Source: an optimization exercise on an open RTL-to-GDS flow (aim: small area). Production flows keep margins and buffers that such runs may drop.
Only simulation tests tie the RTL to the original design; equivalence was not proved.

// Top
module Top(
    input var logic clk,
    input var logic rst,
    output var logic [3:0] vga_red,
    output var logic [3:0] vga_grn,
    output var logic [3:0] vga_blu,
    output var logic hsync,
    output var logic vsync,
    input var logic raw_up,
    input var logic raw_down,
    input var logic raw_left,
    input var logic raw_right,
    input var logic raw_center,
    output var logic [15:0] led
);
    logic [11:0] hc;
    logic [9:0] lc;
    logic [35:0][1:0] bw;
    logic pw;
    logic [2:0] cr, cc;
    logic [5:0] rs, cs;
    logic [1:0] status;
    logic up, down, left, right, center;
    Button btn_up(.clk, .rst, .in(raw_up), .out(up));
    Button btn_down(.clk, .rst, .in(raw_down), .out(down));
    Button btn_left(.clk, .rst, .in(raw_left), .out(left));
    Button btn_right(.clk, .rst, .in(raw_right), .out(right));
    Button btn_center(.clk, .rst, .in(raw_center), .out(center));
    assign led[15:2] = 14'b0;
    assign led[1:0] = status;
    GameFsm game_fsm(
        .clk, .rst, .bw, .pw, .cr, .cc, .rs, .cs,
        .up, .down, .left, .right, .center
    );
    GameStatusGen game_status_gen(.bw, .status);
    VgaPixelGen vga_pixel_gen(
        .hc, .lc, .vga_red, .vga_grn, .vga_blu, .bw, .rs, .cs
    );
    VgaCtrl vga_ctrl(
        .clk, .reset(rst), .hsync, .vsync, .hc, .lc
    );
endmodule
Size in the first run: roughly 7100 µm² of cells after synthesis.
Settings: LEC_CHECK=0, ABC_AREA=1, CAP_MARGIN=20, CORE_MARGIN=2, CORE_UTILIZATION=40, GPL_TIMING_DRIVEN=0, SLEW_MARGIN=20; clock period 10.0 ns.
standard.sh (not shown) runs the stock make flow with config.mk's settings and CLKGATE_MAP_FILE= SYNTH_SCRIPT=/design/flow/synth_recipe.tcl, a recipe that flattens the netlist after the stock synthesis.
==> flow/flow/run.sh <==
#!/bin/bash
# Layout flow: the standard flow (standard.sh) with these changes.
#  1. Synthesis runs ORFS's own synthesis script with a copy of ORFS's
#     scripts folder in which the one ABC call maps the design with each
#     flow/abc_cand_*.script and keeps the smallest result (multi_abc.tcl).
#     Registers are mapped before ABC runs. The standard synthesis is also
#     run on its own, and if the two netlists' registers (instance name, cell
#     type, output net) differ, the standard synthesis is used instead.
#  2. CTS uses clkbuf_8 buffers only and no dummy loads.
#  3. Port buffers are buf_1 cells; constant outputs share one tie cell.
set -euo pipefail
W=$PWD
RES=orfs/results/$FLOW_PLATFORM/Top/base

# the standard synthesis, in a folder of its own
sed -e "s|WORK_HOME=[^ ]*|WORK_HOME=$W/refsyn|" standard.sh > refsyn.sh
bash refsyn.sh synth > "$W/refsyn.log" 2>&1

# the synthesis with the best of several ABC scripts
rm -rf "$W/scripts_abc"
cp -r "$FLOW_HOME/scripts" "$W/scripts_abc"
cp "$W"/flow/abc_cand_*.script "$W/flow/multi_abc.tcl" "$W/scripts_abc/"
python3 - "$W/scripts_abc/synth.tcl" <<'PY'
import sys
p = sys.argv[1]
s = open(p).read()
old = "  log_cmd abc {*}$abc_args\n"
assert s.count(old) == 1
s = s.replace(old, "  source $::env(SCRIPTS_DIR)/multi_abc.tcl\n"
                   "  set ::multi_abc_dir $::env(SCRIPTS_DIR)\n"
                   "  multi_abc $abc_args $lib_args\n")
open(p, "w").write(s)
PY
SCRIPTS_DIR="$W/scripts_abc" bash standard.sh synth > "$W/synth.log" 2>&1

regs() {
  python3 - "$1" <<'PY'
import re, sys
text = open(sys.argv[1]).read()
out = []
for m in re.finditer(r'^\s*(sky130_fd_sc_hd__(?:df|ed|sdf|dl)\w*)\s+(\S+)\s*\((.*?)\);', text, re.M | re.S):
    q = re.search(r'\.Q\(([^)]*)\)', m.group(3))
    out.append((m.group(2), re.sub(r'_\d+$', '', m.group(1)), q.group(1).strip() if q else ''))
for r in sorted(out):
    print(*r)
PY
}
regs "$W/refsyn/results/$FLOW_PLATFORM/Top/base/1_2_yosys.v" > regs_ref.txt
regs "$W/$RES/1_2_yosys.v" > regs_new.txt
if ! cmp -s regs_ref.txt regs_new.txt; then
  echo "registers differ from the standard synthesis; using it" >> "$W/synth.log"
  rm -rf orfs
  bash standard.sh synth > "$W/synth2.log" 2>&1
fi

export CTS_ARGS="-sink_clustering_enable -repair_clock_nets -buf_list sky130_fd_sc_hd__clkbuf_8 -dont_use_dummy_load"
export REMOVE_ABC_BUFFERS=1
export BUFFER_PORTS_ARGS="-buffer_cell sky130_fd_sc_hd__buf_1"
export SKIP_REPAIR_TIE_FANOUT=1
bash standard.sh > "$W/layout.log" 2>&1
Other scripts of this flow, unchanged in this note and not shown: flow/flow/abc_cand_s15.script, flow/flow/abc_cand_s4.script, flow/flow/multi_abc.tcl
Next try:
==> flow/flow/abc_cand_s18.script (new file) <==
&get -n
&st
&dch -f
&nf -R 1000 -E 1000
&put
==> flow/flow/abc_cand_s7.script (new file) <==
&get -n
&st
&dch -f
&nf -R 1000
&put
topo
dnsize -c
Outcome:
- flip-flop and latch count is unchanged
- routed wire length decreases by 9.6%
- utilization rises by 0.59 points
- final area goes up by 1.3%

-- static timing again, ports no longer ideal --
The results above use ideal ports. As a check the final layouts listed here were re-extracted and re-timed, cells and wires unchanged.
Step 1: set_driving_cell puts a clkbuf_16 on clk and a buf_2 on each other input, an assumption about the parent block.
Step 2 also shifts input and output timing later by t, the mid clock arrival at the registers, as if the neighbouring blocks saw the same clock.
Slacks: ideal ports / drivers / drivers and shift; pairs: ideal ports / drivers.
run	t (ns)	slack for setup (ns)	worst data-port slew with drivers (ns)	cell pins on the clock port's net
the first run	0.486	3.801 / 3.762 / 4.248	0.03	1
the second run	0.482	1.715 / 1.674 / 2.155	0.04	1
After both steps setup and hold are still met in every run listed.
